Background: an optimization exercise with open tools, aiming at small area, a short achievable clock period and few clock cycles per item. Do not read the settings as production practice. At most, simulation tests tie the RTL to the original design; equivalence was not proved. For runs 1 and 2, only the layout was checked, not whether the RTL still works.

## flow/design.v (module list and top-level ports; edited modules follow where they fit)
// module booth_enc: 17 lines
// module modmul: 1123 lines
// module bfly_add1: 9 lines
// module bfly_red: 10 lines
// module g1_rom: 11 lines
// module ntt_core: 189 lines
module ntt_core #(
    parameter WIDTH = 24
)(
    input  wire          clk,
    input  wire          rst_n,
    input  wire          start,
    output reg           done,
    output reg  [7:0]    ram_addr_a,
    output reg           ram_we_a,
    output reg  [WIDTH-1:0] ram_wdata_a,
    input  wire [WIDTH-1:0] ram_rdata_a,
    output reg  [7:0]    ram_addr_b,
    output reg           ram_we_b,
    output reg  [WIDTH-1:0] ram_wdata_b,
    input  wire [WIDTH-1:0] ram_rdata_b
);
  // ...
==> flow/flow/run.sh <==
#!/bin/bash
# Layout flow: the standard ORFS flow (standard synthesis unchanged), with the
# setup repair aiming for more slack than the 10 ns clock needs, so that the
# resizer works on the design's real critical paths.
set -euo pipefail
MARGIN=$(cat flow/margin.txt)
bash standard.sh SETUP_SLACK_MARGIN=$MARGIN finish > standard.log 2>&1
==> flow/flow/margin.txt <==
6.5
==> flow/standard.sh <==
#!/bin/bash
# synth_recipe.tcl (not shown) runs the flow's synth.tcl, then flattens the netlist and writes it again
# the make line also repeats each setting of config.mk as NAME=value (left out here)
make -C /OpenROAD-flow-scripts/flow DESIGN_CONFIG=/design/flow/config.mk WORK_HOME=/design/flow/orfs CLKGATE_MAP_FILE= SYNTH_SCRIPT=/design/flow/synth_recipe.tcl "${@:-finish}"
==> flow/config.mk <==
export PLATFORM = sky130hd
export DESIGN_NAME = ntt_core
export DESIGN_NICKNAME = ntt_core
export VERILOG_FILES = /design/flow/design.v
export SDC_FILE = /design/flow/constraint.sdc
export NUM_CORES = 8
export LEC_CHECK = 0
export CAP_MARGIN = 20
export CORE_MARGIN = 2
export CORE_UTILIZATION = 40
export SLEW_MARGIN = 20
==> flow/constraint.sdc <==
create_clock -name core_clock -period 10.0 [get_ports {clk}]
set_input_delay 2.0000 -clock core_clock [delete_from_list [all_inputs] [get_ports {clk}]]
set_output_delay 2.0000 -clock core_clock [all_outputs]
set_load 0.01 [all_outputs]
==> results.txt, run 1 <==
- Status: no timing/DRC/antenna violations
- Area of the die: approximately 120000 sq um
- Root buffer cell: clkbuf_16
- Required time worst endpoint: between 10 and 15 ns
- Busiest grt layer: met2
- Final net count: 5866
- Top cells by area, synth: dfxtp_1, fa_1, ha_1
- Worst-margin pin slew: 0.9985 ns
- Clock buffer cells: 90
- CP Cell Sequence: buf_4 -> clkinvlp_4 -> buf_4 -> ha_1 -> a21oi_2 -> inv_1 -> a211oi_1 -> a221oi_1 -> mux4_2
- Post-Synth XOR/XNOR Area: 9.189%
- CTS Buf Count: slightly above 70
- Routed wl met2: 70.39 mm
- Fraction of area in multi-input gates: approximately three fifths
- Vias: 40.84k
- Adder-Cell Fraction of Synth Area: 18.03%
- Post-CTS Hold Buffers: 0
- Most flops, register: u_mul.p
- Main combinational cell family by area after synthesis: compound AO/OA/AOI/OAI gates
- Drt wl/cell: between 20 and 25 microns
- Count of final setup violators: 0
- HPWL Detailed: 109.6 mm
- Final Skew: around 0.028 ns
- Total global routing overflow: 0
- Repair and plain buffers: roughly 230
- Register area: around 13000 sq um
- Post-Synth Simple-Gate Area: 12.39%
- Final core occ: between 40 and 50%
- Worst hold margin: 0.3049 ns
- GRT Util Overall: a little over a quarter
- Clock Latency Late Sink: 0.66 ns
- Crit path DAT: 4.12 ns
- First-pass GRT wire length: 239.9 mm
- Critical Path End Type: register
- Vias per Instance: 5.954
- Top cells by count, synth: dfxtp_1, nand2_1, inv_1, xnor2_1, o21ai_0
- Pin count of the biggest net entering global routing: 113
- CP peak stage delay: 0.62 ns
==> module bfly_add1, before the edit <==
module bfly_add1 (
    input  wire [22:0] u,
    input  wire [24:0] x,      
    output wire [24:0] s,      
    output wire [24:0] d       
);
    assign s = {2'd0, u} + x;
    assign d = {2'd0, u} - x;
endmodule
==> module ntt_core, before the edit <==
module ntt_core #(
    parameter WIDTH = 24
)(
    input  wire          clk,
    input  wire          rst_n,
    input  wire          start,
    output reg           done,
    output reg  [7:0]    ram_addr_a,
    output reg           ram_we_a,
    output reg  [WIDTH-1:0] ram_wdata_a,
    input  wire [WIDTH-1:0] ram_rdata_a,
    output reg  [7:0]    ram_addr_b,
    output reg           ram_we_b,
    output reg  [WIDTH-1:0] ram_wdata_b,
    input  wire [WIDTH-1:0] ram_rdata_b
);
    localparam [10:0] CC_LAST = 11'd1037;    
    reg        run;       
    reg        prm;       
    reg [10:0] cn;        
    reg [2:0]  pj;        
    reg [3:0]  pd;        
    reg [1:0]  pm;        
    wire idle = !run && !prm;
    function [7:0] pos;
        input [7:0] g;
        input [1:0] e;
        begin
            case (g[7:6])
                2'd0: pos = {e, g[5:0]};
                2'd1: pos = {g[5:4], e, g[3:0]};
                2'd2: pos = {g[5:2], e, g[1:0]};
                default: pos = {g[5:0], e};
            endcase
        end
    endfunction
    function [3:0] brv4;
        input [3:0] x;
        brv4 = {x[0], x[1], x[2], x[3]};
    endfunction
    wire [8:0]  kn   = cn[10:2];
    wire [8:0]  kw1  = kn - 9'd3;               
    wire [8:0]  kw2  = kn - 9'd4;               
    wire        rd_n = run && (kn[8] == 1'b0) && (cn[0] == 1'b0);
    wire        w1_n = run && (cn[1:0] == 2'd3) && (kn >= 9'd3) && (kw1[8] == 1'b0);
    wire        w2_n = run && (cn[1:0] == 2'd1) && (kn >= 9'd4) && (kw2[8] == 1'b0);
    wire [2:0]  pj_n   = (pj == 3'd5) ? 3'd0 : pj + 3'd1;
    wire        pf_end = (pj == 3'd5);
    wire        plast  = pf_end && (pd == 4'd8) && (pm == 2'd1);
    wire [3:0]  pd_n   = (pf_end && ((pd != 4'd8 && pm == 2'd3))) ? pd + 4'd1 : pd;
    wire [1:0]  pm_n   = pf_end ? ((pm == 2'd3 || (pd == 4'd8 && pm == 2'd1)) ? 2'd0 : pm + 2'd1) : pm;
    wire        sec_n  = pj_n[0];
    wire [3:0]  xa_n   = {pm_n, sec_n, 1'b0};
    wire [3:0]  xb_n   = {pm_n, sec_n, 1'b1};
    wire [3:0]  ya_n   = xa_n + pd_n;
    wire [3:0]  yb_n   = xb_n + pd_n;
    wire        useb_n = (pj_n[2:1] == 2'd1);     
    wire [7:0]  pa_n   = useb_n ? {ya_n, brv4(xa_n)} : {xa_n, brv4(ya_n)};
    wire [7:0]  pb_n   = useb_n ? {yb_n, brv4(xb_n)} : {xb_n, brv4(yb_n)};
    wire        pwe_n  = (pj_n >= 3'd2);
    reg  [22:0] V;                  
    reg  [22:0] H;                  
    reg  [24:0] SA, DA;             
    reg  [22:0] U1, U2, U3, U4, U5; 
    reg  [7:0]  tidx;               
    reg  [7:0]  tidxn;              
    reg  [22:0] Z;                  
    reg  [11:0] Wn, W1, W2;         
    wire [24:0] T;                  
    wire [24:0] SA_n, DA_n;
    wire [22:0] S_n, D_n;
    wire [22:0] z_rom;
    wire [11:0] zn, z1, z2;
    wire [1:0]  ph = cn[1:0] - 2'd1;     
    wire [22:0] S  = ram_wdata_a[22:0];    
    wire [22:0] D  = ram_wdata_b[22:0];
    wire [10:0] ci  = cn + 11'd2;
    wire [7:0]  gk  = ci[9:2];
    wire [7:0]  gz1 = (ci[1:0] == 2'd2) ? gk : gk - 8'd1;    
    wire [7:0]  gz2 = gk - 8'd2;                             
    reg  [7:0]  tidx_n;
    always @(*) begin
        if (!run) begin
            tidx_n = 8'd1;
        end else if (ci[0] == 1'b0) begin
            case (gz1[7:6])
                2'd0: tidx_n = 8'd1;
                2'd1: tidx_n = {6'b000001, gz1[5:4]};
                2'd2: tidx_n = {4'b0001, gz1[5:2]};
                default: tidx_n = {2'b01, gz1[5:0]};
            endcase
        end else begin
            case (gz2[7:6])
                2'd0: tidx_n = {7'b0000001, ci[1]};
                2'd1: tidx_n = {5'b00001, gz2[5:4], ci[1]};
                2'd2: tidx_n = {3'b001, gz2[5:2], ci[1]};
                default: tidx_n = {1'b1, gz2[5:0], ci[1]};
            endcase
        end
    end
    g1_rom u_rom (.k(tidx), .kn(tidxn), .z(z_rom));
    booth_enc u_enc (.b(Z), .bn(zn), .b1(z1), .b2(z2));
    modmul u_mul (.clk(clk), .a(V), .bn(Wn), .b1(W1), .b2(W2), .r(T));
    bfly_add1 u_as1 (.u(U1), .x(T), .s(SA_n), .d(DA_n));
    bfly_red  u_rs  (.a(SA), .r(S_n));
    bfly_red  u_rd  (.a(DA), .r(D_n));
    always @(posedge clk) begin
        tidx <= tidx_n;
        tidxn <= ~tidx_n;
        Z    <= z_rom;
        Wn   <= zn;
        W1   <= z1;
        W2   <= z2;
        SA   <= SA_n;
        DA   <= DA_n;
        if (ph == 2'd0) H <= D;
        case (ph)
            2'd1, 2'd3: V <= ram_rdata_b[22:0];
            2'd0:       V <= S;
            default:    V <= H;
        endcase
        U1 <= U2;
        U2 <= U3;
        U3 <= (ph == 2'd2) ? S : U4;
        U4 <= U5;
        U5 <= (ph == 2'd2) ? D : ram_rdata_a[22:0];
    end
    always @(posedge clk or negedge rst_n) begin
        if (!rst_n) begin
            run <= 1'b0; prm <= 1'b0; done <= 1'b0;
            cn <= 11'd1; pj <= 3'd0; pd <= 4'd1; pm <= 2'd0;
            ram_we_a <= 1'b0; ram_we_b <= 1'b0;
            ram_addr_a <= 8'd64; ram_addr_b <= 8'd192;
            ram_wdata_a <= {WIDTH{1'b0}}; ram_wdata_b <= {WIDTH{1'b0}};
        end else begin
            done <= 1'b0;
            if (prm) begin
                ram_wdata_a <= {1'b0, ram_rdata_a[22:0]};
                ram_wdata_b <= {1'b0, ram_rdata_b[22:0]};
            end else begin
                ram_wdata_a <= {1'b0, S_n};
                ram_wdata_b <= {1'b0, D_n};
            end
            if (idle) begin
                ram_we_a <= 1'b0; ram_we_b <= 1'b0;
                cn <= 11'd1;
                if (start) begin
                    run <= 1'b1;
                    cn <= 11'd2;
                end
            end else if (run) begin
                cn <= cn + 11'd1;
                if (cn == CC_LAST + 11'd1) begin
                    run <= 1'b0; prm <= 1'b1;
                    cn <= 11'd1;
                    pj <= 3'd0; pd <= 4'd1; pm <= 2'd0;
                    ram_we_a <= 1'b0; ram_we_b <= 1'b0;
                    ram_addr_a <= {4'd0, brv4(4'd1)};
                    ram_addr_b <= {4'd1, brv4(4'd2)};
                end else if (rd_n) begin
                    ram_we_a <= 1'b0; ram_we_b <= 1'b0;
                    ram_addr_a <= pos(kn[7:0], cn[1] ? 2'd0 : 2'd1);
                    ram_addr_b <= pos(kn[7:0], cn[1] ? 2'd2 : 2'd3);
                end else if (w1_n) begin
                    ram_we_a <= 1'b1; ram_we_b <= 1'b1;
                    ram_addr_a <= pos(kw1[7:0], 2'd0);
                    ram_addr_b <= pos(kw1[7:0], 2'd1);
                end else if (w2_n) begin
                    ram_we_a <= 1'b1; ram_we_b <= 1'b1;
                    ram_addr_a <= pos(kw2[7:0], 2'd2);
                    ram_addr_b <= pos(kw2[7:0], 2'd3);
                end else begin
                    ram_we_a <= 1'b0; ram_we_b <= 1'b0;
                end
            end else begin
                pj <= pj_n; pd <= pd_n; pm <= pm_n;
                if (plast) begin
                    prm <= 1'b0;
                    done <= 1'b1;
                    ram_we_a <= 1'b0; ram_we_b <= 1'b0;
                    ram_addr_a <= 8'd64; ram_addr_b <= 8'd192;
                end else begin
                    ram_we_a <= pwe_n; ram_we_b <= pwe_n;
                    ram_addr_a <= pa_n; ram_addr_b <= pb_n;
                end
            end
        end
    end
endmodule
==> run 2, diff against run 1 <==
--- a/flow/design.v
+++ b/flow/design.v
@@ -17,20 +17,19 @@
     endgenerate
 endmodule
 module modmul (
     input  wire        clk,
     input  wire [22:0] a,
     input  wire [11:0] bn,
     input  wire [11:0] b1,
     input  wire [11:0] b2,
-    output reg  [24:0] r
+    output reg  [23:0] r
 );
     localparam [24:0] Q = 25'd8380417;
-    localparam [24:0] NE = -25'd1055743;
     reg c0;
     reg c1;
     reg c2;
     reg c3;
     reg c4;
     reg c5;
     reg c6;
     reg c7;
@@ -1124,35 +1123,40 @@
     wire [33:0] r1c = {11'd0, ~p[12:0], 10'd0};
     wire [33:0] sm1 = r1a ^ r1b ^ r1c;
     wire [33:0] cy1 = (r1a & r1b) | (r1a & r1c) | (r1b & r1c);
     wire [23:0] r2a = {3'd0, t1[33:13]};
     wire [23:0] r2b = {11'd0, t1[12:0]};
     wire [23:0] r2c = {1'b0, ~t1[12:0], 10'd0};
     wire [23:0] sm2 = r2a ^ r2b ^ r2c;
     wire [23:0] cy2 = (r2a & r2b) | (r2a & r2c) | (r2b & r2c);
-    wire [24:0] q2a = {1'b0, sm2};
-    wire [24:0] q2b = {cy2, 1'b0};
-    wire [24:0] sm3 = q2a ^ q2b ^ NE;
-    wire [24:0] cy3 = (q2a & q2b) | (q2a & NE) | (q2b & NE);
     always @(posedge clk) begin
         p  <= ps + pc;
         t1 <= sm1 + {cy1[32:0], 1'b0};
-        r  <= sm3 + {cy3[23:0], 1'b0};
+        r  <= sm2 + {cy2[22:0], 1'b0};
     end
 endmodule
 `timescale 1ns / 1ps
 module bfly_add1 (
     input  wire [22:0] u,
-    input  wire [24:0] x,      
+    input  wire [23:0] x,      
     output wire [24:0] s,      
     output wire [24:0] d       
 );
-    assign s = {2'd0, u} + x;
-    assign d = {2'd0, u} - x;
+    localparam [24:0] KS = -25'd1055743;        
+    localparam [24:0] KD = 25'd1055744;         
+    wire [24:0] uu = {2'd0, u};
+    wire [24:0] xs = {1'b0, x};
+    wire [24:0] xd = ~{1'b0, x};
+    wire [24:0] ss = uu ^ xs ^ KS;
+    wire [24:0] sc = (uu & xs) | (uu & KS) | (xs & KS);
+    wire [24:0] ds = uu ^ xd ^ KD;
+    wire [24:0] dc = (uu & xd) | (uu & KD) | (xd & KD);
+    assign s = ss + {sc[23:0], 1'b0};
+    assign d = ds + {dc[23:0], 1'b0};
 endmodule
 module bfly_red (
     input  wire [24:0] a,      
     output wire [22:0] r       
 );
     wire        neg = a[24];
     wire        ge  = ~neg & (a[23] | ((&a[22:13]) & (|a[12:0])));    
     wire [22:0] ap  = a[22:0] - 23'd8191;                                
@@ -1185,78 +1189,83 @@
     input  wire [WIDTH-1:0] ram_rdata_a,
     output reg  [7:0]    ram_addr_b,
     output reg           ram_we_b,
     output reg  [WIDTH-1:0] ram_wdata_b,
     input  wire [WIDTH-1:0] ram_rdata_b
 );
     localparam [10:0] CC_LAST = 11'd1037;    
     reg        run;       
-    reg        prm;       
     reg [10:0] cn;        
-    reg [2:0]  pj;        
-    reg [3:0]  pd;        
-    reg [1:0]  pm;        
-    wire idle = !run && !prm;
-    function [7:0] pos;
+    function [1:0] r2;
+        input [1:0] x;
+        r2 = {x[0], x[1]};
+    endfunction
+    function [7:0] posr;
         input [7:0] g;
         input [1:0] e;
         begin
             case (g[7:6])
-                2'd0: pos = {e, g[5:0]};
-                2'd1: pos = {g[5:4], e, g[3:0]};
-                2'd2: pos = {g[5:2], e, g[1:0]};
-                default: pos = {g[5:0], e};
+                2'd0: posr = {e, g[5:0]};
+                2'd1: posr = {g[5:4], e, g[3:0]};
+                2'd2: posr = {g[5:4], g[1:0], e, g[3:2]};
+                default: posr = {g[1:0], r2(g[3:2]), r2(g[5:4]), e};
             endcase
         end
     endfunction
-    function [3:0] brv4;
-        input [3:0] x;
-        brv4 = {x[0], x[1], x[2], x[3]};
+    function [7:0] posw;
+        input [7:0] g;
+        input [1:0] e;
+        begin
+            case (g[7:6])
+                2'd0: posw = {e, g[5:0]};
+                2'd1: posw = {g[5:4], e, g[3:0]};
+                2'd2: posw = {g[5:4], r2(e), r2(g[1:0]), g[3:2]};
+                default: posw = {r2(e), r2(g[3:2]), r2(g[5:4]), r2(g[1:0])};
+            endcase
+        end
+    endfunction
+    function [5:0] nat;
+        input [7:0] g;
+        begin
+            case (g[7:6])
+                2'd0, 2'd1: nat = g[5:0];
+                2'd2: nat = {g[5:4], g[1:0], g[3:2]};
+                default: nat = {g[1:0], g[5:4], g[3:2]};
+            endcase
+        end
     endfunction
     wire [8:0]  kn   = cn[10:2];
     wire [8:0]  kw1  = kn - 9'd3;               
     wire [8:0]  kw2  = kn - 9'd4;               
     wire        rd_n = run && (kn[8] == 1'b0) && (cn[0] == 1'b0);
     wire        w1_n = run && (cn[1:0] == 2'd3) && (kn >= 9'd3) && (kw1[8] == 1'b0);
     wire        w2_n = run && (cn[1:0] == 2'd1) && (kn >= 9'd4) && (kw2[8] == 1'b0);
-    wire [2:0]  pj_n   = (pj == 3'd5) ? 3'd0 : pj + 3'd1;
-    wire        pf_end = (pj == 3'd5);
-    wire        plast  = pf_end && (pd == 4'd8) && (pm == 2'd1);
-    wire [3:0]  pd_n   = (pf_end && ((pd != 4'd8 && pm == 2'd3))) ? pd + 4'd1 : pd;
-    wire [1:0]  pm_n   = pf_end ? ((pm == 2'd3 || (pd == 4'd8 && pm == 2'd1)) ? 2'd0 : pm + 2'd1) : pm;
-    wire        sec_n  = pj_n[0];
-    wire [3:0]  xa_n   = {pm_n, sec_n, 1'b0};
-    wire [3:0]  xb_n   = {pm_n, sec_n, 1'b1};
-    wire [3:0]  ya_n   = xa_n + pd_n;
-    wire [3:0]  yb_n   = xb_n + pd_n;
-    wire        useb_n = (pj_n[2:1] == 2'd1);     
-    wire [7:0]  pa_n   = useb_n ? {ya_n, brv4(xa_n)} : {xa_n, brv4(ya_n)};
-    wire [7:0]  pb_n   = useb_n ? {yb_n, brv4(xb_n)} : {xb_n, brv4(yb_n)};
-    wire        pwe_n  = (pj_n >= 3'd2);
     reg  [22:0] V;                  
     reg  [22:0] H;                  
     reg  [24:0] SA, DA;             
     reg  [22:0] U1, U2, U3, U4, U5; 
     reg  [7:0]  tidx;               
     reg  [7:0]  tidxn;              
     reg  [22:0] Z;                  
     reg  [11:0] Wn, W1, W2;         
-    wire [24:0] T;                  
+    wire [23:0] T;                  
     wire [24:0] SA_n, DA_n;
     wire [22:0] S_n, D_n;
     wire [22:0] z_rom;
     wire [11:0] zn, z1, z2;
     wire [1:0]  ph = cn[1:0] - 2'd1;     
     wire [22:0] S  = ram_wdata_a[22:0];    
     wire [22:0] D  = ram_wdata_b[22:0];
     wire [10:0] ci  = cn + 11'd2;
     wire [7:0]  gk  = ci[9:2];
-    wire [7:0]  gz1 = (ci[1:0] == 2'd2) ? gk : gk - 8'd1;    
-    wire [7:0]  gz2 = gk - 8'd2;                             
+    wire [7:0]  gq1 = (ci[1:0] == 2'd2) ? gk : gk - 8'd1;    
+    wire [7:0]  gq2 = gk - 8'd2;                             
+    wire [7:0]  gz1 = {gq1[7:6], nat(gq1)};
+    wire [7:0]  gz2 = {gq2[7:6], nat(gq2)};
     reg  [7:0]  tidx_n;
     always @(*) begin
         if (!run) begin
             tidx_n = 8'd1;
         end else if (ci[0] == 1'b0) begin
             case (gz1[7:6])
                 2'd0: tidx_n = 8'd1;
                 2'd1: tidx_n = {6'b000001, gz1[5:4]};
@@ -1288,76 +1297,58 @@
         SA   <= SA_n;
         DA   <= DA_n;
         if (ph == 2'd0) H <= D;
         case (ph)
             2'd1, 2'd3: V <= ram_rdata_b[22:0];
             2'd0:       V <= S;
             default:    V <= H;
         endcase
+        ram_wdata_a <= {1'b0, S_n};
+        ram_wdata_b <= {1'b0, D_n};
         U1 <= U2;
         U2 <= U3;
         U3 <= (ph == 2'd2) ? S : U4;
         U4 <= U5;
         U5 <= (ph == 2'd2) ? D : ram_rdata_a[22:0];
     end
     always @(posedge clk or negedge rst_n) begin
         if (!rst_n) begin
-            run <= 1'b0; prm <= 1'b0; done <= 1'b0;
-            cn <= 11'd1; pj <= 3'd0; pd <= 4'd1; pm <= 2'd0;
+            run <= 1'b0; done <= 1'b0;
+            cn <= 11'd1;
             ram_we_a <= 1'b0; ram_we_b <= 1'b0;
             ram_addr_a <= 8'd64; ram_addr_b <= 8'd192;
-            ram_wdata_a <= {WIDTH{1'b0}}; ram_wdata_b <= {WIDTH{1'b0}};
         end else begin
             done <= 1'b0;
-            if (prm) begin
-                ram_wdata_a <= {1'b0, ram_rdata_a[22:0]};
-                ram_wdata_b <= {1'b0, ram_rdata_b[22:0]};
-            end else begin
-                ram_wdata_a <= {1'b0, S_n};
-                ram_wdata_b <= {1'b0, D_n};
-            end
-            if (idle) begin
+            if (!run) begin
                 ram_we_a <= 1'b0; ram_we_b <= 1'b0;
                 cn <= 11'd1;
                 if (start) begin
                     run <= 1'b1;
                     cn <= 11'd2;
                 end
             end else if (run) begin
                 cn <= cn + 11'd1;
                 if (cn == CC_LAST + 11'd1) begin
-                    run <= 1'b0; prm <= 1'b1;
+                    run <= 1'b0;
+                    done <= 1'b1;
                     cn <= 11'd1;
-                    pj <= 3'd0; pd <= 4'd1; pm <= 2'd0;
                     ram_we_a <= 1'b0; ram_we_b <= 1'b0;
-                    ram_addr_a <= {4'd0, brv4(4'd1)};
-                    ram_addr_b <= {4'd1, brv4(4'd2)};
+                    ram_addr_a <= 8'd64; ram_addr_b <= 8'd192;
                 end else if (rd_n) begin
                     ram_we_a <= 1'b0; ram_we_b <= 1'b0;
-                    ram_addr_a <= pos(kn[7:0], cn[1] ? 2'd0 : 2'd1);
-                    ram_addr_b <= pos(kn[7:0], cn[1] ? 2'd2 : 2'd3);
+                    ram_addr_a <= posr(kn[7:0], cn[1] ? 2'd0 : 2'd1);
+                    ram_addr_b <= posr(kn[7:0], cn[1] ? 2'd2 : 2'd3);
                 end else if (w1_n) begin
                     ram_we_a <= 1'b1; ram_we_b <= 1'b1;
-                    ram_addr_a <= pos(kw1[7:0], 2'd0);
-                    ram_addr_b <= pos(kw1[7:0], 2'd1);
+                    ram_addr_a <= posw(kw1[7:0], 2'd0);
+                    ram_addr_b <= posw(kw1[7:0], 2'd1);
                 end else if (w2_n) begin
                     ram_we_a <= 1'b1; ram_we_b <= 1'b1;
-                    ram_addr_a <= pos(kw2[7:0], 2'd2);
-                    ram_addr_b <= pos(kw2[7:0], 2'd3);
+                    ram_addr_a <= posw(kw2[7:0], 2'd2);
+                    ram_addr_b <= posw(kw2[7:0], 2'd3);
                 end else begin
                     ram_we_a <= 1'b0; ram_we_b <= 1'b0;
                 end
-            end else begin
-                pj <= pj_n; pd <= pd_n; pm <= pm_n;
-                if (plast) begin
-                    prm <= 1'b0;
-                    done <= 1'b1;
-                    ram_we_a <= 1'b0; ram_we_b <= 1'b0;
-                    ram_addr_a <= 8'd64; ram_addr_b <= 8'd192;
-                end else begin
-                    ram_we_a <= pwe_n; ram_we_b <= pwe_n;
-                    ram_addr_a <= pa_n; ram_addr_b <= pb_n;
-                end
             end
         end
     end
 endmodule
==> flow/flow/margin.txt (replaced) <==
6.7
==> run 2 against run 1 <==
- global-route usage fell by 0.30 points
- sequential share of layout area fell by 0.23 points
- clock-buffer cell count rose by 8
- non-clock buffer count rose by 2
- final area fell by 2.8%
- critical path type unchanged
- critical endpoint is now Z[7]$_DFF_P_
- largest cell class unchanged
==> results.txt, run 2 <==
- GRT Util Overall: 25.89% (was 26.19%)
- Mapped Cells: 5062 (was 5390)
- Maximum clock frequency: 299.9 MHz (was 276.6 MHz)
- Reg-to-Reg Start: tidx[0]$_DFF_P_ (unchanged)
- Die X: 335.9 microns (was 343.9 microns)
- Slew Viols, Final: 0 (unchanged)
- Core Area: 109000 sq um (was 114500 sq um)
- Max Buffers Root-to-Sink: 3 (unchanged)
- Element type at the critical path start: register (unchanged)
- DRT Wirelength: 150.3 mm (was 158.2 mm)
- Setup_tns: 0 ns (unchanged)
- HPWL Detailed: 103.7 mm (was 109.6 mm)
- Top cells by area, synth: dfxtp_1, fa_1, ha_1 (unchanged)
- CTS tree: built (unchanged)
- Post-synth EDFFs: 23 (unchanged)
- Synth unique cells: 99 (was 105)
- Most flops, register: u_mul.p (unchanged)
- Count leader, synth: dfxtp_1 (unchanged)
- Layout cells sized above 1: 11.65% (was 8.458%)
- Pin count of the biggest net entering global routing: 189 (was 113)
- Warnings from Yosys: 2 (unchanged)
- Worst Setup SP: tidx[0]$_DFF_P_ (unchanged)
- Finished Layout Cells: 6462 (was 6859)
- First-iteration detailed-routing DRC count: 4325 (was 4958)
- Period utilization: 33.34% (was 36.15%)
- Worst-margin pin slew: 1.077 ns (was 0.9985 ns)
- FP Rows: 121 (was 124)
- Post-CTS Hold Buffers: 0 (unchanged)
- Total global routing overflow: 0 (unchanged)
- Remaining antenna violation count after routing: 0 (unchanged)
- Hold Vio Cnt, Final: 0 (unchanged)
- I/O Pins: 118 (unchanged)
- Top Registers: u_mul.p x46, u_mul.t1 x34, DA x25 (was u_mul.p x46, u_mul.t1 x34)
- Hold Path Class: reg2reg (unchanged)
- CP Class: reg2reg (unchanged)
- Vias in the first global route: 37.43k (was 38.89k)
- Post-route DRC violation count: 0 (unchanged)
- H-tree Lvls: 3 (unchanged)
- Gpl congestion: 0.9207 (was 0.9702)
- Reg2reg path depth: 7 (was 9)
- Worst hold margin: 0.3152 ns (was 0.3049 ns)
- Crit path DAT: 3.81 ns (was 4.12 ns)
- Root buffer cell: clkbuf_16 (unchanged)
- CTS Buf Count: 68 (was 71)
- Vias: 38.79k (was 40.84k)
- CP peak stage delay: 0.70 ns (was 0.62 ns)
- Commonest non-fill, non-tap cell in the layout: dfxtp_1 (unchanged)
- I/O Buffers: 113 (unchanged)
- Clock Latency Late Sink: 0.63 ns (was 0.66 ns)
- Avg Synthesized Cell Area: 8.707 sq um (was 8.571 sq um)
- Final net count: 5582 (was 5866)
- Max_slew headroom: 27.91% (was 33.43%)
- Crit Path Max Fanout: 18 (was 19)
- Area share of the largest cell type after synthesis: 24.57% (was 21.49%)
- Max-cap violations: 0 (unchanged)
- Top cells by count, synth: dfxtp_1, xnor2_1, inv_1, a21oi_1, nand2_1 (was dfxtp_1, nand2_1, inv_1, xnor2_1, o21ai_0)
- Reg2Reg Setup Slack: 6.67 ns (was 6.39 ns)
- First-pass GRT wire length: 227.2 mm (was 239.9 mm)
- Min Tclk post-route: 3.334 ns (was 3.615 ns)
- RSZ-0062 raised after global routing: yes (unchanged)
- Drt wl/cell: 23.26 microns (was 23.06 microns)
- Vias per Instance: 6.002 (was 5.954)
- Post-synthesis register bit count: 592 (was 605)
- Placed cells: 6301 (was 6691)
- Sink Count: 592 (was 605)
- Status: no timing/DRC/antenna violations (unchanged)
- Required time worst endpoint: 10.47 ns (was 10.50 ns)
- CP max stage cell: nor2_1 (was a211oi_1)
- Hold Startpoint: U2[18]$_DFF_P_ (was U5[11]$_DFF_P_)
- Layout area overhead: 13.07% (was 11.03%)
- Yosys top cell by area: dfxtp_1 (unchanged)
- Most used cell, CP: mux4_2 (was buf_4)
- Max reg flops: 46 (unchanged)
- Post-Syn Area: 44070 sq um (was 46200 sq um)
- CTS clk-pin slew, worst paths: 0.06 ns (about the same)
- Count of final setup violators: 0 (unchanged)
- Critical Path End Type: register (unchanged)
- Reg2Reg Capture Point: Z[7]$_DFF_P_ (was Z[3]$_DFF_P_)
- Sequential share of the synthesized area: 27.74% (was 27.66%)
- Die Span Y: 335.9 microns (was 343.9 microns)
- Antenna violations before repair: 6 (was 5)
- Area of the die: 112900 sq um (was 118200 sq um)
- Router iterations before antenna repair: 8 (was 6)
- CP Cell Sequence: buf_4 -> ha_1 -> nor2_1 -> or3_1 -> nand2_1 -> mux4_2 -> mux4_2 (was buf_4 -> clkinvlp_4 -> buf_4 -> ha_1 -> a21oi_2 -> inv_1 -> a211oi_1 -> a221oi_1 -> mux4_2)
- Final Skew: 0.02722 ns (was 0.02828 ns)
- Setup crit end: Z[7]$_DFF_P_ (was Z[3]$_DFF_P_)
- Most frequent cells in the layout: dfxtp_1, xnor2_1, inv_1 (was dfxtp_1, nand2_1, inv_1)
- Ys flop type: dfxtp_1 (unchanged)
- Fraction of registers with async set/reset: 4.730% (was 14.21%)
- Initial Util: 40.43% (was 40.35%)
run 2: cell count changes in the layout (fill, tap and decap cells not counted), moves of 16 or more:
cell,before,now
clkdlybuf4s15_2,0,19
xor2_1,93,109
dlygate4sd2_1,65,1
nand2b_1,61,44
o21ai_0,360,271
inv_1,404,345
nor2_1,308,285
xnor2_1,380,364
clkdlybuf4s15_1,0,27
dfxtp_2,15,37
dfrtp_1,74,16
nor3_1,114,95
nand2_1,406,333
run 2: worst min path at each step:
stage | cells after the start | slack, ns | endpoint
3_3_place_gp | 0 | 0.31 | U1[6]$_DFF_P_
4_1_cts | 0 | 0.32 | U1[17]$_DFF_P_
5_1_grt | 0 | 0.32 | U1[17]$_DFF_P_
6_report | 0 | 0.32 | U1[18]$_DFF_P_
3_5_place_dp | 0 | 0.31 | U4[15]$_DFF_P_
2_1_floorplan | 0 | 0.31 | U1[0]$_DFF_P_
run 2: area by class of cell:
class / instances / area, sq um
tap: 1414 / 1769
sequential: 592 / 12340
clock inverter: 27 / 417.9
fill: 10634 / 59170
clock buffer: 98 / 2052
multi-input combinational: 3729 / 29710
inverter: 367 / 1428
timing repair buffer: 233 / 2110
antenna: 2 / 5.005
run 2: timing repair:
| action | CTS | global route |
|---|---|---|
| pin swaps | 12 | 25 |
| gates resized for setup | 290 | 139 |
| setup endpoints to repair | 198 | 114 |
| cloned | 0 | 0 |
| buffers inserted | 19 | 15 |
run 2: critical path, delay by kind of cell (launching register included):
family / cells / cell delay (ns)
adders and majority gates: 1 / 0.54
DFF: 1 / 0.29
buffers and inverters: 1 / 0.23
and+or+nand+nor: 3 / 1.06
muxes: 2 / 1.03
run 2: cells by family (layout without fill, tap and decap cells):
| logic type | Yosys count | after routing | synth area share (%) |
|---|---|---|---|
| AOI/OAI and AO/OA | 1500 | 1500 | 22.33 |
| xor gates and xnor gates | 483 | 483 | 9.632 |
| adders and majority gates | 543 | 543 | 19.20 |
| buffers and inverters | 742 | 725 | 6.399 |
| DFF | 592 | 592 | 27.74 |
| muxes | 93 | 93 | 2.816 |
| other | 1 | 4 | 0.008508 |
| and+or+nand+nor | 1108 | 1108 | 11.88 |
run 2: through the flow:
step                      setup WS (ns)  utilization, %  area (sq um)
final                             6.666           45.72         49830
after global routing              6.643           45.71         49830
after CTS                         6.698           45.22         49290
after detailed placement          5.321           42.42         46240
after global placement            5.368           42.42         46240
after floorplan                   6.722               -         44080
run 2: per-layer routing:
metal	up-vias	GRT usage (%)	wire (microns)
li1	17687	-	-
met1	18569	35.14	62860
met4	8	12.35	7560
met2	2048	39.68	65650
met5	-	0	54
met3	474	4.758	14160
==> module g1_rom, before the edit <==
module g1_rom (
    input  wire [7:0]  k,       
    input  wire [7:0]  kn,      
    output wire [22:0] z
);
    localparam [3071:0] TABL = 3072'hfa875b97a558c5c40e53d62ac177716e14b38f54d0f07e9e380d1861963b89a8f31348763d1c58e702940776853954850b12061df3f30766a97f1cb39cf8d39a3377d7314f9f711a8f90445b1fc5ac66009298e5764c782f0e11297096183b66f36b4b39c678035479905da32db9ae195dc3f6f963b5361546a042e275855b6ee90c7ffce65d7418154c841bb6785165588a17af45666bfe03c6c881e1cf5d28bfbfefea84e795fac181ee88c9234eec94817acc791a2f678cfe508764cfe92b6e0e0211f8bb921066f440f9adf2cd52c673a001dcb211923a1ee32a07d69a88e6e7a1b0e9e936bdb2b4117a9182c8709b2296c58730ba8c19e8580bd51d6a412c5f53bf1967b944cc024464bd4bdf4fc2f5edbecbf858b285da2e170833329cbbd876bf181566253ed6f58f7cfc528d959133e4f96ac6c9d96d5b42a81017a52b43a6d767bf20ac1c159fc2545d98aa398549fd15c13f36147ec9b8cce3e6bab677edf01768225a71526a46d8eafd20935254f9e79e85c8507a1d51c5d14ff8;
    localparam [2815:0] TABH = 2816'hc8a4f1826cd8338f9475fc5a2b17ad59fdab1750b3739212f4cdcf860c8e302f5cc80c94bd9280035b4768740b2c4662b623d7c123f83363428285d06c3a4a753cf7821406d8494a2e3e73997dc56c1d917634b43da7359946feab91b7d4340ce5183a677a9413ed2be17a0224f0e897a3c148e3c82d674b696ffc9049b2c95df533fce0f616ee9e052e95e1499bdc0fbdf75c79f982d0a62c428654e838bf18d87eb93960763054541b221d61e65da69db442383b3f71dedfc364b87d8dff595271f2b78280df2f860f288fe3c101feb099be041d800e15481002d2772e9ac1c5d23427eccfbbda89774839385241fad1ccd7cfc519ff12766bce315a133c99264599a7843ec3504a9618fa98eb5a50e60302d191e28b02d9a11329c0598b921f2e80dfa75303a74f45d5d138f97ed79a9ffb29ebffb5df1669e44698853612ec25fd5fce16ded01d09653bab6996b02e979542a6700bee7df7ff39ed08f80f;
    wire [7:0] kh = ~kn;
    assign z[11:0]  = TABL[k*12 +: 12];
    assign z[22:12] = TABH[kh*11 +: 11];
endmodule
==> run 3, diff against run 2 <==
--- a/flow/design.v
+++ b/flow/design.v
@@ -1167,11 +1167,16 @@
 module g1_rom (
-    input  wire [7:0]  k,       
-    input  wire [7:0]  kn,      
-    output wire [22:0] z
+    input  wire [6:0]  k,       
+    input  wire [6:0]  kn,      
+    output wire [22:0] z0,      
+    output wire [22:0] z1       
 );
-    localparam [3071:0] TABL = 3072'hfa875b97a558c5c40e53d62ac177716e14b38f54d0f07e9e380d1861963b89a8f31348763d1c58e702940776853954850b12061df3f30766a97f1cb39cf8d39a3377d7314f9f711a8f90445b1fc5ac66009298e5764c782f0e11297096183b66f36b4b39c678035479905da32db9ae195dc3f6f963b5361546a042e275855b6ee90c7ffce65d7418154c841bb6785165588a17af45666bfe03c6c881e1cf5d28bfbfefea84e795fac181ee88c9234eec94817acc791a2f678cfe508764cfe92b6e0e0211f8bb921066f440f9adf2cd52c673a001dcb211923a1ee32a07d69a88e6e7a1b0e9e936bdb2b4117a9182c8709b2296c58730ba8c19e8580bd51d6a412c5f53bf1967b944cc024464bd4bdf4fc2f5edbecbf858b285da2e170833329cbbd876bf181566253ed6f58f7cfc528d959133e4f96ac6c9d96d5b42a81017a52b43a6d767bf20ac1c159fc2545d98aa398549fd15c13f36147ec9b8cce3e6bab677edf01768225a71526a46d8eafd20935254f9e79e85c8507a1d51c5d14ff8;
-    localparam [2815:0] TABH = 2816'hc8a4f1826cd8338f9475fc5a2b17ad59fdab1750b3739212f4cdcf860c8e302f5cc80c94bd9280035b4768740b2c4662b623d7c123f83363428285d06c3a4a753cf7821406d8494a2e3e73997dc56c1d917634b43da7359946feab91b7d4340ce5183a677a9413ed2be17a0224f0e897a3c148e3c82d674b696ffc9049b2c95df533fce0f616ee9e052e95e1499bdc0fbdf75c79f982d0a62c428654e838bf18d87eb93960763054541b221d61e65da69db442383b3f71dedfc364b87d8dff595271f2b78280df2f860f288fe3c101feb099be041d800e15481002d2772e9ac1c5d23427eccfbbda89774839385241fad1ccd7cfc519ff12766bce315a133c99264599a7843ec3504a9618fa98eb5a50e60302d191e28b02d9a11329c0598b921f2e80dfa75303a74f45d5d138f97ed79a9ffb29ebffb5df1669e44698853612ec25fd5fce16ded01d09653bab6996b02e979542a6700bee7df7ff39ed08f80f;
-    wire [7:0] kh = ~kn;
-    assign z[11:0]  = TABL[k*12 +: 12];
-    assign z[22:12] = TABH[kh*11 +: 11];
+    localparam [1535:0] TL0 = 1536'h6e0e0211f8bb921066f440f9adf2cd52c673a001dcb211923a1ee32a07d69a88e6e7a1b0e9e936bdb2b4117a9182c8709b2296c58730ba8c19e8580bd51d6a412c5f53bf1967b944cc024464bd4bdf4fc2f5edbecbf858b285da2e170833329cbbd876bf181566253ed6f58f7cfc528d959133e4f96ac6c9d96d5b42a81017a52b43a6d767bf20ac1c159fc2545d98aa398549fd15c13f36147ec9b8cce3e6bab677edf01768225a71526a46d8eafd20935254f9e79e85c8507a1d51c5d14ff8;
+    localparam [1407:0] TH0 = 1408'h9db442383b3f71dedfc364b87d8dff595271f2b78280df2f860f288fe3c101feb099be041d800e15481002d2772e9ac1c5d23427eccfbbda89774839385241fad1ccd7cfc519ff12766bce315a133c99264599a7843ec3504a9618fa98eb5a50e60302d191e28b02d9a11329c0598b921f2e80dfa75303a74f45d5d138f97ed79a9ffb29ebffb5df1669e44698853612ec25fd5fce16ded01d09653bab6996b02e979542a6700bee7df7ff39ed08f80f;
+    localparam [1535:0] TL1 = 1536'hfa875b97a558c5c40e53d62ac177716e14b38f54d0f07e9e380d1861963b89a8f31348763d1c58e702940776853954850b12061df3f30766a97f1cb39cf8d39a3377d7314f9f711a8f90445b1fc5ac66009298e5764c782f0e11297096183b66f36b4b39c678035479905da32db9ae195dc3f6f963b5361546a042e275855b6ee90c7ffce65d7418154c841bb6785165588a17af45666bfe03c6c881e1cf5d28bfbfefea84e795fac181ee88c9234eec94817acc791a2f678cfe508764cfe92b;
+    localparam [1407:0] TH1 = 1408'hc8a4f1826cd8338f9475fc5a2b17ad59fdab1750b3739212f4cdcf860c8e302f5cc80c94bd9280035b4768740b2c4662b623d7c123f83363428285d06c3a4a753cf7821406d8494a2e3e73997dc56c1d917634b43da7359946feab91b7d4340ce5183a677a9413ed2be17a0224f0e897a3c148e3c82d674b696ffc9049b2c95df533fce0f616ee9e052e95e1499bdc0fbdf75c79f982d0a62c428654e838bf18d87eb93960763054541b221d61e65da6;
+    wire [6:0] kh = ~kn;
+    assign z0[11:0]  = TL0[k*12 +: 12];
+    assign z0[22:12] = TH0[kh*11 +: 11];
+    assign z1[11:0]  = TL1[k*12 +: 12];
+    assign z1[22:12] = TH1[kh*11 +: 11];
 endmodule
@@ -1246,4 +1251,6 @@
     reg  [7:0]  tidx;               
-    reg  [7:0]  tidxn;              
-    reg  [22:0] Z;                  
+    reg  [6:0]  tidxn;              
+    reg  [22:0] Z0, Z1;             
+    reg         Zs;                 
+    wire [22:0] Z = Zs ? Z1 : Z0;   
     reg  [11:0] Wn, W1, W2;         
@@ -1252,3 +1259,3 @@
     wire [22:0] S_n, D_n;
-    wire [22:0] z_rom;
+    wire [22:0] z_rom0, z_rom1;
     wire [11:0] zn, z1, z2;
@@ -1283,3 +1290,3 @@
     end
-    g1_rom u_rom (.k(tidx), .kn(tidxn), .z(z_rom));
+    g1_rom u_rom (.k(tidx[6:0]), .kn(tidxn), .z0(z_rom0), .z1(z_rom1));
     booth_enc u_enc (.b(Z), .bn(zn), .b1(z1), .b2(z2));
@@ -1291,4 +1298,6 @@
         tidx <= tidx_n;
-        tidxn <= ~tidx_n;
-        Z    <= z_rom;
+        tidxn <= ~tidx_n[6:0];
+        Z0   <= z_rom0;
+        Z1   <= z_rom1;
+        Zs   <= tidx[7];
         Wn   <= zn;
==> flow/flow/margin.txt (replaced) <==
6.5
==> run 3 against run 2 <==
- still clean on timing, DRC and antenna
- global-route usage fell by 0.16 points
- worst setup slack got worse by 0.11 ns
- clock skew rose by 0.0068 ns
- largest cell class unchanged
- highest routed layer is now met4
==> results.txt, run 3 <==
- Min Tclk post-route: 3.443 ns (was 3.334 ns)
- I/O Pins: 118 (unchanged)
- Most frequent cells in the layout: dfxtp_1, nand2_1, xnor2_1 (was dfxtp_1, xnor2_1, inv_1)
- CTS Buf Count: 74 (was 68)
- Required time worst endpoint: 8.00 ns (was 10.47 ns)
- Max_slew headroom: 31.88% (was 27.91%)
- Post-route cell area: 49400 sq um (was 49830 sq um)
- Antenna violations before repair: 3 (was 6)
- Die X: 336.4 microns (was 335.9 microns)
- Critical Path End Type: output pin (was register)
- RSZ-0062 raised after global routing: yes (unchanged)
- Post-Syn Area: 44190 sq um (was 44070 sq um)
- Slew Viols, Final: 0 (unchanged)
- CP bufs+invs: 1 (unchanged)
- Synth unique cells: 93 (was 99)
- Root buffer cell: clkbuf_16 (unchanged)
- Crit Path Max Fanout: 3 (was 18)
- Die Span Y: 336.4 microns (was 335.9 microns)
- Top Registers: u_mul.p x46, u_mul.t1 x34, DA x25 (unchanged)
- CP Cell Sequence: dlygate4sd2_1 (was buf_4 -> ha_1 -> nor2_1 -> or3_1 -> nand2_1 -> mux4_2 -> mux4_2)
- Hold Vio Cnt, Final: 0 (unchanged)
- Sequential share of the synthesized area: 28.71% (was 27.74%)
- Yosys top cell by area: dfxtp_1 (unchanged)
- Hold Startpoint: U3[9]$_DFF_P_ (was U2[18]$_DFF_P_)
- I/O Buffers: 113 (unchanged)
- HPWL Detailed: 103.7 mm (about the same)
- Fraction of registers with async set/reset: 4.553% (was 4.730%)
- Mapped Cells: 5044 (was 5062)
- CP max stage cell: dfxtp_1 (was nor2_1)
- GRT Util Overall: 25.72% (was 25.89%)
- Avg Synthesized Cell Area: 8.760 sq um (was 8.707 sq um)
- Most flops, register: u_mul.p (unchanged)
- Area of the die: 113100 sq um (was 112900 sq um)
- Crit path DAT: 1.44 ns (was 3.81 ns)
- Clock Latency Late Sink: 0.66 ns (was 0.63 ns)
- Max-cap violations: 0 (unchanged)
- First-iteration detailed-routing DRC count: 4286 (was 4325)
- Max reg flops: 46 (unchanged)
- H-tree Lvls: 3 (unchanged)
- Top cells by area, synth: dfxtp_1, fa_1, ha_1 (unchanged)
- Final core occ: 45.26% (was 45.72%)
- Drt wl/cell: 22.87 microns (was 23.26 microns)
- Post-CTS Hold Buffers: 0 (unchanged)
- Post-route DRC violation count: 0 (unchanged)
- Worst Setup SP: ram_wdata_a[10]$_DFF_P_ (was tidx[0]$_DFF_P_)
- Antenna Cells: 0 (was 2)
- Gpl congestion: 1.022 (was 0.9207)
- Post-synth EDFFs: 23 (unchanged)
- Total global routing overflow: 0 (unchanged)
- Period utilization: 34.43% (was 33.34%)
- Warnings from Yosys: 2 (unchanged)
- CP peak stage delay: 0.44 ns (was 0.70 ns)
- Router iterations before antenna repair: 8 (unchanged)
- Ys flop type: dfxtp_1 (unchanged)
- Core Area: 109200 sq um (was 109000 sq um)
- Commonest non-fill, non-tap cell in the layout: dfxtp_1 (unchanged)
- Vias per Instance: 5.929 (was 6.002)
- Layout cells sized above 1: 8.690% (was 11.65%)
- DRT Wirelength: 148.8 mm (was 150.3 mm)
- First-pass GRT wire length: 225.6 mm (was 227.2 mm)
- Max Buffers Root-to-Sink: 3 (unchanged)
- Remaining antenna violation count after routing: 0 (unchanged)
- Post-DP Area: 46430 sq um (was 46240 sq um)
- FP Rows: 121 (unchanged)
- Status: no timing/DRC/antenna violations (unchanged)
- Hold Path Class: reg2reg (unchanged)
- Initial Util: 40.48% (was 40.43%)
- Count of final setup violators: 0 (unchanged)
- Post-synthesis register bit count: 615 (was 592)
- CTS clk-pin slew, worst paths: 0.06 ns (about the same)
- Worst hold margin: 0.3159 ns (was 0.3152 ns)
- Setup_tns: 0 ns (unchanged)
- Vias in the first global route: 36.74k (was 37.43k)
- Reg-to-Reg Start: Wn[8]$_DFF_P_ (was tidx[0]$_DFF_P_)
- CP Class: reg2out (was reg2reg)
- Top cells by count, synth: dfxtp_1, xnor2_1, nand2_1, inv_1, a21oi_1 (was dfxtp_1, xnor2_1, inv_1, a21oi_1, nand2_1)
- Layout area overhead: 11.79% (was 13.07%)
- Top delay family on crit path: flip-flops (was simple AND/OR/NAND/NOR gates)
- Area share of the largest cell type after synthesis: 25.55% (was 24.57%)
- Final net count: 5559 (was 5582)
- Sink Count: 615 (was 592)
- Pin count of the biggest net entering global routing: 106 (was 189)
- CTS tree: built (unchanged)
- Worst-margin pin slew: 1.014 ns (was 1.077 ns)
- Vias: 38.57k (was 38.79k)
- Count leader, synth: dfxtp_1 (unchanged)
- Final Skew: 0.03403 ns (was 0.02722 ns)
- Element type at the critical path start: register (unchanged)
- Maximum clock frequency: 290.4 MHz (was 299.9 MHz)
run 3: cell count changes after synthesis, sizes merged, moves of 11 or more:
cell | before | now
inv | 355 | 370
nor2b | 54 | 27
nand2 | 338 | 370
clkbuf | 307 | 288
o211ai | 56 | 45
mux2i | 16 | 34
nor3 | 95 | 107
a31oi | 79 | 59
dfxtp | 541 | 564
run 3: final cells by class:
type	instances	area [sq um]
clock buffers	100	2110
flip-flops and latches	615	12750
multi-input cells	3687	28940
repair buffers	212	1807
inverters	378	1430
clock inverters	37	513.0
well taps	1476	1847
fillers	10696	59760
run 3: cell families (layout without fill, tap and decap cells):
| group | after synthesis | after routing | synth area share (%) |
|---|---|---|---|
| DFF | 615 | 615 | 28.71 |
| AOI/OAI and AO/OA | 1482 | 1482 | 22.04 |
| buffers and inverters | 743 | 727 | 6.399 |
| and+or+nand+nor | 1068 | 1068 | 10.96 |
| adders and majority gates | 543 | 543 | 19.15 |
| other | 1 | 2 | 0.008487 |
| xor gates and xnor gates | 481 | 481 | 9.551 |
| muxes | 111 | 111 | 3.191 |
run 3: metal layers:
metal,track usage (%),vias to the layer above,wire length [microns],share of wire [%]
met5,0,-,0,0
met4,12.23,0,7639,5.1
met3,4.625,472,13680,9.2
met2,39.17,2109,64500,43
met1,35.18,18411,62970,42
li1,-,17576,-,-
run 3: path summary, 6_finish.rpt:
path	end	slack (ns)	cells after the start
max	ram_wdata_a[10]	6.56	1
min	U2[9]$_DFF_P_	0.32	0
max reg2reg	u_mul.c69$_DFF_P_	6.59	8
min reg2reg	U2[9]$_DFF_P_	0.32	0
max in group asynchronous	cn[0]$_DFF_PN1_	7.95	2
min in group asynchronous	ram_addr_a[5]$_DFFE_PN0P_	1.74	2
run 3: stage by stage:
stage | setup slack [ns] | std cells
2_1_floorplan | 6.560 | 5045
3_3_place_gp | 5.968 | 6353
3_5_place_dp | 6.023 | 6353
4_1_cts | 6.503 | 6496
5_1_grt | 6.426 | 6505
6_report | 6.557 | 6505
run 3: repair_timing:
item	CTS	global route
setup endpoints to repair	165	70
setup buffers	6	9
gates resized for setup	118	42
pin swaps	4	12
Testbench counts of run 3, summed over its fixed seeds: cycles 24,920, transforms 24.
==> run 4, diff against run 3 <==
==> flow/flow/margin.txt (replaced) <==
6.9
==> run 4 against run 3 <==
- first-iteration DRC count up 3.0%
- core utilization grew 2.6 points
- die area unchanged
- final area increased by 5.6%
- critical path depth stayed put
- clock-buffer cell count down 7
- synthesized area is the same
- global-route usage grew 1.1 points
- via count is 2.2% higher
- register-to-register slack better by 0.19 ns
- synthesized cell count unchanged
- critical endpoint is now ram_addr_b[6]
==> results.txt, run 4 <==
- Status: no timing/DRC/antenna violations (unchanged)
- Post-synthesis register bit count: 615 (unchanged)
- Sequential share of the synthesized area: 28.71% (unchanged)
- Vias: 39.40k (was 38.57k)
- First-iteration detailed-routing DRC count: 4413 (was 4286)
- Critical Path Stages: 1 (unchanged)
- Yosys top cell by area: dfxtp_1 (unchanged)
- Post-Synth Simple-Gate Area: 10.96% (unchanged)
- Most frequent cells in the layout: dfxtp_1, nand2_1, inv_1 (was dfxtp_1, nand2_1, xnor2_1)
- Max-cap violations: 0 (unchanged)
- Sink Count: 615 (unchanged)
- Commonest non-fill, non-tap cell in the layout: dfxtp_1 (unchanged)
- Core Area: 109200 sq um (unchanged)
- Reg2reg path depth: 12 (was 8)
- Router iterations before antenna repair: 6 (was 8)
- Die Span Y: 336.4 microns (unchanged)
- HPWL Detailed: 106.3 mm (was 103.7 mm)
- Pin count of the biggest net entering global routing: 92 (was 106)
- Period utilization: 32.96% (was 34.43%)
- Worst-margin pin slew: 1.209 ns (was 1.014 ns)
- Main combinational cell family by area after synthesis: compound AO/OA/AOI/OAI gates (unchanged)
- Clock Latency Late Sink: 0.66 ns (about the same)
- Post-route DRC violation count: 0 (unchanged)
- Drt wl/cell: 24.10 microns (was 22.87 microns)
- Fill cells: 10.38k (was 10.70k)
- Layout cells sized above 1: 16.26% (was 8.690%)
- GRT Util Overall: 26.78% (was 25.72%)
- Area share of the largest cell type after synthesis: 25.55% (unchanged)
- CP max stage cell: dfstp_2 (was dfxtp_1)
- I/O Pins: 118 (unchanged)
- CP peak stage delay: 0.54 ns (was 0.44 ns)
- Hold Path Class: reg2reg (unchanged)
- Register area: 12950 sq um (was 12750 sq um)
- Remaining antenna violation count after routing: 0 (unchanged)
- Post-Syn Area: 44190 sq um (unchanged)
- Max reg flops: 46 (unchanged)
- Slew Viols, Final: 0 (unchanged)
- Avg Synthesized Cell Area: 8.760 sq um (unchanged)
- CP bufs+invs: 1 (unchanged)
- Ys flop type: dfxtp_1 (unchanged)
- CP Class: reg2out (unchanged)
- FP Rows: 121 (unchanged)
- Most flops, register: u_mul.p (unchanged)
- Total global routing overflow: 0 (unchanged)
- Root buffer cell: clkbuf_16 (unchanged)
- Top cells by area, synth: dfxtp_1, fa_1, ha_1 (unchanged)
- CTS tree: built (unchanged)
- RSZ-0062 raised after global routing: yes (unchanged)
- CTS Buf Count: 71 (was 74)
- Top Registers: u_mul.p x46, u_mul.t1 x34, DA x25 (unchanged)
- First-pass GRT wire length: 233.6 mm (was 225.6 mm)
- Area fraction in compound gates after synthesis: 22.04% (unchanged)
- Max Buffers Root-to-Sink: 3 (unchanged)
- Area of the die: 113100 sq um (unchanged)
- Post-synth EDFFs: 23 (unchanged)
- Count leader, synth: dfxtp_1 (unchanged)
- Final worst slack: 6.704 ns (was 6.557 ns)
- Die X: 336.4 microns (unchanged)
- Multi-input gate area: 29890 sq um (was 28940 sq um)
- Hold Vio Cnt, Final: 0 (unchanged)
- Crit path DAT: 1.30 ns (was 1.44 ns)
- Maximum clock frequency: 303.4 MHz (was 290.4 MHz)
- Initial Util: 40.48% (unchanged)
- Adder-Cell Fraction of Synth Area: 19.15% (unchanged)
- Mapped Cells: 5044 (unchanged)
- Top cells by count, synth: dfxtp_1, xnor2_1, nand2_1, inv_1, a21oi_1 (unchanged)
- Setup_tns: 0 ns (unchanged)
- Warnings from Yosys: 2 (unchanged)
- Element type at the critical path start: register (unchanged)
- DRT Wirelength: 160.0 mm (was 148.8 mm)
- Antenna violations before repair: 2 (was 3)
- Crit Path Max Fanout: 2 (was 3)
- Mux contribution to synthesized area: 3.191% (unchanged)
- Count of final setup violators: 0 (unchanged)
- Final net count: 5693 (was 5559)
- Place WS: 5.895 ns (was 6.023 ns)
- Layout area overhead: 18.11% (was 11.79%)
- Required time worst endpoint: 8.00 ns (about the same)
- Post-Synth XOR/XNOR Area: 9.551% (unchanged)
- Worst Hold Path Cells: 0 (unchanged)
- Vias in the first global route: 38.13k (was 36.74k)
- Synth unique cells: 93 (unchanged)
- Fraction of registers with async set/reset: 4.553% (unchanged)
- I/O Buffers: 113 (unchanged)
- Vias per Instance: 5.937 (was 5.929)
- Gpl congestion: 0.9851 (was 1.022)
- Critical Path End Type: output pin (unchanged)
- Top delay family on crit path: flip-flops (unchanged)
- Final Skew: 0.03737 ns (was 0.03403 ns)
- H-tree Lvls: 3 (unchanged)
- Min Tclk post-route: 3.296 ns (was 3.443 ns)
- CTS clk-pin slew, worst paths: 0.06 ns (about the same)
- CP Cell Sequence: buf_6 (was dlygate4sd2_1)
- Max_slew headroom: 18.53% (was 31.88%)
[run 4: timing repair]
action | CTS | global route
cloned | 0 | 14
pin swaps | 40 | 56
buffers inserted | 72 | 64
hold buffers | 0 | 0
resized for setup | 592 | 214
endpoints found under the setup margin | 259 | 182
[run 4: kinds of logic (layout without fill, tap and decap cells)]
| family | count (synthesis) | in the layout |
|---|---|---|
| other | 1 | 3 |
| AND/OR/NAND/NOR | 1068 | 1068 |
| flip-flops | 615 | 615 |
| adder cells (fa/ha/maj) | 543 | 543 |
| multiplexers | 111 | 111 |
| AO/OA/AOI/OAI | 1482 | 1482 |
| buffers and inverters | 743 | 858 |
| XOR/XNOR | 481 | 481 |
[run 4: cell type report]
class,instances,area share [%]
antenna,1,0.004795
clock buffer,93,3.795
timing repair buffer,349,6.857
tap,1476,3.539
sequential,615,24.81
inverter,378,2.824
clock inverter,38,0.8919
multi-input combinational,3687,57.28
[run 4: through the flow]
step	util (%)	instances	cell area, sq um	hold WS (ns)
after global placement	42.58	6355	46470	0.3101
final	47.81	6637	52190	0.3102
after floorplan	-	5045	44270	0.3096
after detailed placement	42.58	6355	46480	0.3121
after CTS	46.18	6558	50400	0.3028
after global routing	47.81	6636	52190	0.3279
[run 4: per-layer routing]
layer  up-vias  track usage [%]  share of wire, %
met5         -                0                 0
met2      2127            41.71                44
li1      17871                -                 -
met3       504            4.458               9.4
met4         0            13.31               5.3
met1     18899            35.84                41
[run 4: path summary, 6_finish.rpt]
path | start | end | slack [ns]
worst max register to register | u_mul.r[2]$_DFF_P_ | DA[22]$_DFF_P_ | 6.78
worst min register to register | U2[15]$_DFF_P_ | U1[15]$_DFF_P_ | 0.31
min in group asynchronous | rst_n | ram_addr_b[4]$_DFFE_PN0P_ | 1.72
max in group asynchronous | rst_n | ram_addr_b[7]$_DFFE_PN1P_ | 7.96
worst max-delay path | ram_addr_b[6]$_DFFE_PN1P_ | ram_addr_b[6] | 6.70
worst min-delay path | U2[15]$_DFF_P_ | U1[15]$_DFF_P_ | 0.31
[run 4: worst reg2reg max path, delay by kind of cell (launching register included)]
family	cells	cell delay, ns
flops	1	0.36
simple gates	2	0.17
fa+ha+maj	2	0.48
compound gates	6	1.86
mux	1	0.21
buf+inv	1	0.05
==> run 5, diff against run 4 <==
==> flow/flow/margin.txt (replaced) <==
6.6
==> run 5 against run 4 <==
- routed wire length fell by 8.2%
- register-to-register slack worse by 0.18 ns
- clock skew shrank 0.0085 ns
- die area unchanged
- clock-buffer cell count is 2 higher
- synthesized cell count stayed put
- first-iteration DRC count decreased by 3.2%
- critical path depth rose by 9
- global-route usage is 1.5 points lower
- synthesized area did not move
==> results.txt, run 5 <==
- Gpl congestion: 1.001 (was 0.9851)
- Place WS: 6.030 ns (was 5.895 ns)
- Sink Count: 615 (unchanged)
- Initial Util: 40.48% (unchanged)
- First-pass GRT wire length: 222.7 mm (was 233.6 mm)
- HPWL Detailed: 102.4 mm (was 106.3 mm)
- CTS clk-pin slew, worst paths: 0.07 ns (was 0.06 ns)
- Clock Latency Late Sink: 0.65 ns (was 0.66 ns)
- Post-CTS Hold Buffers: 0 (unchanged)
- Min Tclk post-route: 3.404 ns (was 3.296 ns)
- Element type at the critical path start: register (unchanged)
- Top cells by count, synth: dfxtp_1, xnor2_1, nand2_1, inv_1, a21oi_1 (unchanged)
- Avg Synthesized Cell Area: 8.760 sq um (unchanged)
- Slew Viols, Final: 0 (unchanged)
- Total global routing overflow: 0 (unchanged)
- Min-Delay Endpoint: U4[13]$_DFF_P_ (was U1[15]$_DFF_P_)
- Core Area: 109200 sq um (unchanged)
- Max_slew headroom: 23.14% (was 18.53%)
- CP Class: reg2reg (was reg2out)
- Count of final setup violators: 0 (unchanged)
- Reg-to-Reg Start: tidx[1]$_DFF_P_ (was u_mul.r[2]$_DFF_P_)
- Final Skew: 0.02886 ns (was 0.03737 ns)
- Warnings from Yosys: 2 (unchanged)
- Hold Startpoint: U5[13]$_DFF_P_ (was U2[15]$_DFF_P_)
- Count leader, synth: dfxtp_1 (unchanged)
- I/O Pins: 118 (unchanged)
- Router iterations before antenna repair: 6 (unchanged)
- Post-synth EDFFs: 23 (unchanged)
- Vias per Instance: 5.891 (was 5.937)
- Layout area overhead: 12.26% (was 18.11%)
- Hold Vio Cnt, Final: 0 (unchanged)
- Crit path DAT: 3.86 ns (was 1.30 ns)
- Root buffer cell: clkbuf_16 (unchanged)
- I/O Buffers: 113 (unchanged)
- Maximum clock frequency: 293.8 MHz (was 303.4 MHz)
- Critical Path End Type: register (was output pin)
- CTS tree: built (unchanged)
- Post-route DRC violation count: 0 (unchanged)
- Vias in the first global route: 36.63k (was 38.13k)
- Synth unique cells: 93 (unchanged)
- Die X: 336.4 microns (unchanged)
- Worst Hold Path Cells: 0 (unchanged)
- Mapped Cells: 5044 (unchanged)
- Max reg flops: 46 (unchanged)
- Status: no timing/DRC/antenna violations (unchanged)
- Drt wl/cell: 22.59 microns (was 24.10 microns)
- Required time worst endpoint: 10.45 ns (was 8.00 ns)
- FP Rows: 121 (unchanged)
- Sequential share of the synthesized area: 28.71% (unchanged)
- Area of the die: 113100 sq um (unchanged)
- Post-Syn Area: 44190 sq um (unchanged)
- Layout cells sized above 1: 9.411% (was 16.26%)
- Antenna violations before repair: 4 (was 2)
- Max-cap violations: 0 (unchanged)
- Most frequent cells in the layout: dfxtp_1, nand2_1, xnor2_1 (was dfxtp_1, nand2_1, inv_1)
- Worst-margin pin slew: 1.151 ns (was 1.209 ns)
- Period utilization: 34.04% (was 32.96%)
- Vias: 38.31k (was 39.40k)
- H-tree Lvls: 3 (unchanged)
- Reg2Reg Setup Slack: 6.60 ns (was 6.78 ns)
- Hold Path Class: reg2reg (unchanged)
- Final worst slack: 6.596 ns (was 6.704 ns)
- Pin count of the biggest net entering global routing: 103 (was 92)
- Max Buffers Root-to-Sink: 3 (unchanged)
- Commonest non-fill, non-tap cell in the layout: dfxtp_1 (unchanged)
- Post-synthesis register bit count: 615 (unchanged)
- Top cells by area, synth: dfxtp_1, fa_1, ha_1 (unchanged)
- Die Span Y: 336.4 microns (unchanged)
- GRT Util Overall: 25.32% (was 26.78%)
- CTS Buf Count: 70 (was 71)
- Most flops, register: u_mul.p (unchanged)
- Crit Path Max Fanout: 21 (was 2)
- First-iteration detailed-routing DRC count: 4273 (was 4413)
- Reg2reg path depth: 10 (was 12)
- Yosys top cell by area: dfxtp_1 (unchanged)
- Remaining antenna violation count after routing: 0 (unchanged)
- Final net count: 5562 (was 5693)
- RSZ-0062 raised after global routing: yes (unchanged)
- Fraction of registers with async set/reset: 4.553% (unchanged)
- Reg2Reg Capture Point: Z1[1]$_DFF_P_ (was DA[22]$_DFF_P_)
- Setup_tns: 0 ns (unchanged)
- Ys flop type: dfxtp_1 (unchanged)
- DRT Wirelength: 146.9 mm (was 160.0 mm)
- Worst hold margin: 0.3115 ns (was 0.3102 ns)
- Area share of the largest cell type after synthesis: 25.55% (unchanged)
- Top Registers: u_mul.p x46, u_mul.t1 x34, DA x25 (unchanged)
==> run 5: cell counts after synthesis <==
No cell type changed its count.
==> run 5: critical path: stages, from the launching register on <==
cell and delay, ns:
dfxtp_1 0.30, buf_4 0.31, inv_1 0.37, ha_1 0.30
buf_4 0.22, nor2_4 0.33, nor2_1 0.21, o21ai_0 0.33
a221oi_1 0.13, a211oi_1 0.58, a21oi_1 0.13
==> run 5: worst max path at each step <==
stage,slack [ns],endpoint,from,cells past startpoint
after floorplan,6.63,u_mul.c66$_DFF_P_,V[21]$_DFF_P_,10
after global placement,5.97,Z1[1]$_DFF_P_,tidx[0]$_DFF_P_,9
after detailed placement,6.03,Z1[1]$_DFF_P_,tidx[0]$_DFF_P_,9
after CTS,6.55,u_mul.r[15]$_DFF_P_,u_mul.t1[1]$_DFF_P_,12
after global routing,6.43,u_mul.r[15]$_DFF_P_,u_mul.t1[1]$_DFF_P_,12
final,6.60,Z1[1]$_DFF_P_,tidx[1]$_DFF_P_,10
==> run 5: per-layer routing <==
metal	global-route usage (%)	vias up	routed length, microns
met2	38.42	1979	64160
met5	0	-	0
met3	4.758	465	12610
met4	12.22	0	7553
li1	-	17593	-
met1	34.53	18270	62580
==> run 5: repair_timing <==
| item | 4_1_cts | 5_1_grt |
|---|---|---|
| resized for setup | 147 | 84 |
| endpoints found under the hold margin | 0 | 0 |
| setup endpoints to repair | 174 | 87 |
| pin swaps | 5 | 20 |
| setup buffers | 7 | 19 |
==> run 5: metrics by stage <==
step | utilization [%] | std cells | instance area, sq um
5_1_grt | 45.44 | 6502 | 49600
3_5_place_dp | 42.51 | 6349 | 46400
4_1_cts | 44.99 | 6483 | 49100
2_1_floorplan | - | 5045 | 44190
3_3_place_gp | 42.51 | 6349 | 46400
6_report | 45.44 | 6503 | 49610
==> run 5: cell families (layout without fill, tap and decap cells) <==
family	Yosys count	count (layout)	synth area share, %
buf+inv	743	724	6.399
fa+ha+maj	543	543	19.15
flops	615	615	28.71
simple gates	1068	1068	10.96
mux	111	111	3.191
xor+xnor	481	481	9.551
compound gates	1482	1482	22.04
other cells	1	3	0.008487
==> run 5: cell type report <==
class,instances,area (sq um)
timing repair buffer,219,1858
clock inverter,32,556.8
tap,1476,1847
multi-input combinational,3687,29100
fill,10698,59550
antenna,1,2.502
clock buffer,95,1998
sequential,615,12800
inverter,378,1443

[port drivers added, routing unchanged]
The flow's constraints put no driver on any port. The routed layouts listed below were extracted and timed again, unchanged, in two steps. Step 1, drivers: a clkbuf_16 drives clk and a buf_2 each remaining input, both assumed. Step 2 also shifts input and output timing later by t, the mid clock arrival at the registers, as if the neighbouring blocks saw the same clock. a / b / c = ideal / step 1 / step 2; a / b = the first two.
run	t (ns)	setup slack, ns	hold slack, ns	latest minus earliest clock arrival (ns)
run 1	0.706	6.385 / 6.385 / 6.385	0.305 / 0.305 / 0.305	0.035 / 0.034
run 2	0.694	6.666 / 6.648 / 6.561	0.315 / 0.315 / 0.315	0.029 / 0.028
run 3	0.708	6.557 / 6.493 / 6.511	0.316 / 0.316 / 0.316	0.040 / 0.040
run 4	0.700	6.704 / 6.640 / 6.247	0.310 / 0.310 / 0.310	0.048 / 0.048
run 5	0.697	6.596 / 6.591 / 6.419	0.311 / 0.311 / 0.311	0.033 / 0.033
After both steps every run listed still meets setup and hold. The setup slack of run 4, which loses most, moves by -0.064 ns with the drivers and by -0.457 ns with both steps.
